From an optimization exercise on the open Yosys and OpenROAD flow, aimed at small area; shortcuts taken in it are not production practice. In this exercise RTL edits were held to simulation tests only and were not proved equivalent to the original.

==> maple: inputs <==
## alu_design
module alu_design(clk_i,rst_i,valid_i,ready_o,operand_a,operand_b,operation,result);
clock: 80.0 ns
lec_check: 0
cap_margin: 20
core_margin: 2
core_utilization: 60
place_density: 0.75
setup_slack_margin: -1.5
slew_margin: 20
synth_hierarchical: 1
standard.sh (not shown) runs the stock make flow with config.mk's settings and CLKGATE_MAP_FILE= SYNTH_SCRIPT=/design/flow/synth_recipe.tcl, a recipe that flattens the netlist after the stock synthesis.
==> flow/flow/run.sh <==
#!/bin/bash
# Standard layout, except that after the standard synthesis each a21oi_2 and
# mux4_2 is swapped for the _1 cell of the same function and pins: synthesis
# picks the larger one for each one-gate module it maps on its own, and the
# layout's timing repair upsizes again wherever timing needs it.
set -euo pipefail
bash standard.sh synth > synth.log 2>&1
NET=orfs/results/sky130hd/alu_design/base/1_2_yosys.v
cp $NET 1_2_yosys.orig.v
sed -i -e 's/\bsky130_fd_sc_hd__a21oi_2\b/sky130_fd_sc_hd__a21oi_1/g' \
       -e 's/\bsky130_fd_sc_hd__mux4_2\b/sky130_fd_sc_hd__mux4_1/g' $NET
rm -f orfs/results/sky130hd/alu_design/base/1_synth.odb orfs/results/sky130hd/alu_design/base/1_synth.sdc
bash standard.sh > layout.log 2>&1
==> raven (differences from maple) <==
--- a/flow/design.v
+++ b/flow/design.v
@@ -30,15 +30,14 @@
 			3'b110: tt = 4'b0001;    
 			3'b111: tt = 4'b1001;    
 			default: tt = 4'b1100;   
 		endcase
 	end
 	wire [31:0] init;
 	wire [31:0] qn;        
-	wire [31:0] q = ~qn;
 	wire [31:0] r0;        
 	wire r31_gn0_1;
 	c_nand2 u2 (.a(init[31]), .b(bn[0]), .z(r31_gn0_1));
 	wire r31_G0n_3;
 	c_nor2 u4 (.a(init[31]), .b(bn[0]), .z(r31_G0n_3));
 	wire r31_sel_5;
 	c_oai21 u6 (.a1(en[31]), .a2(r31_G0n_3), .b1(mn[31]), .z(r31_sel_5));
@@ -8055,24 +8054,21 @@
 	assign r0[26] = r0_x26_7892;
 	assign r0[27] = r0_x27_7898;
 	assign r0[28] = r0_x28_7904;
 	assign r0[29] = r0_x29_7910;
 	assign r0[30] = r0_x30_7916;
 	assign r0[31] = r0_x31_7922;
 	wire op_div = (operation == 3'b011);
-	wire hold = ~valid_i & ~rst_i;
-	wire ld_q = valid_i & ~rst_i & op_div;
-	wire ld_r = valid_i & ~rst_i & ~op_div;
-	wire [31:0] r0x, nxtn, nxt;
+	wire [31:0] r0x, resn, nxtn, nxt;
 	genvar i;
 	generate for (i = 0; i < 32; i = i + 1) begin : g_out
-		c_xor2   u_x (.a(r0[i]), .b(flip), .z(r0x[i]));
-		c_aoi222 u_o (.a1(ld_q), .a2(q[i]), .b1(ld_r), .b2(r0x[i]),
-			.c1(hold), .c2(result[i]), .z(nxtn[i]));
-		c_inv    u_i (.a(nxtn[i]), .z(nxt[i]));
+		c_xnor2 u_x (.a(r0[i]), .b(flip), .z(r0x[i]));                  
+		c_mux2i u_r (.a0(r0x[i]), .a1(qn[i]), .s(op_div), .z(resn[i]));   
+		c_mux2i u_h (.a0(result[i]), .a1(resn[i]), .s(valid_i), .z(nxtn[i]));
+		c_nor2  u_z (.a(rst_i), .b(nxtn[i]), .z(nxt[i]));
 	end endgenerate
 	always @(posedge clk_i) begin
 		ready_o <= valid_i & ~rst_i;
 		result <= nxt;
 	end
 endmodule
 module c_inv (input a, output z);
@@ -8098,10 +8094,7 @@
 endmodule
 module c_mux2i (input a0, input a1, input s, output z);
 	assign z = ~(s ? a1 : a0);
 endmodule
 module c_mux4 (input [3:0] d, input s1, input s0, output z);
 	assign z = s1 ? (s0 ? d[3] : d[2]) : (s0 ? d[1] : d[0]);
 endmodule
-module c_aoi222 (input a1, input a2, input b1, input b2, input c1, input c2, output z);
-	assign z = ~((a1 & a2) | (b1 & b2) | (c1 & c2));
-endmodule
==> flow_metrics.env <==
export IMPL_seq_power_share=0.026
export IMPL_fmax_mhz=13.2
export IMPL_finalCriticalPeriod_ns=76.00
export IMPL_stdcell_count=4998
export IMPL_p_leak_nw=12.5
export IMPL_grt_pass1_vias=25700
export IMPL_cp_num_buf_inv=43
export IMPL_status="timing/DRC/antenna clean"
# the run above: maple

==> flow_metrics.env <==
export IMPL_status="timing/DRC/antenna clean"
export IMPL_grt_pass1_vias=25800
export IMPL_finalCriticalPeriod_ns=76.81
export IMPL_fmax_mhz=13.0
export IMPL_seq_power_share=0.023
export IMPL_cp_num_buf_inv=44
export IMPL_stdcell_count=5031
export IMPL_p_leak_nw=12.3
# the run above: raven

[re-timing with driven ports]
No port has a modelled driver above. Below, the same layouts with a new extraction and two added sets of constraints. Step 1 (the two cells are an assumption about what drives the block):
set clk [get_ports {clk_i}]
set_driving_cell -lib_cell sky130_fd_sc_hd__clkbuf_16 $clk
set_driving_cell -lib_cell sky130_fd_sc_hd__buf_2 [delete_from_list [all_inputs] $clk]
Step 2 times the ports against the registers' clock, not the clock port: input delays grow and output delays shrink by t, the midpoint of the rising clock arrivals with the driver on. Three values: ideal, step 1, step 2; two values: the first two.
| run | t, ns | setup slack, ns | latest minus earliest clock arrival (ns) | worst slew at a driven data input, ns | pins driven straight from the clock port |
|---|---|---|---|---|---|
| maple | 0.334 | 4.002 / 4.024 / 3.690 | 0.003 / 0.003 | 0.07 | 1 |
| raven | 0.322 | 3.193 / 3.211 / 2.889 | 0.009 / 0.009 | 0.07 | 1 |
After both steps every run listed still meets setup and hold. For maple, which loses most, drivers alone change the setup slack by +0.022 ns; drivers and shift together by -0.312 ns.
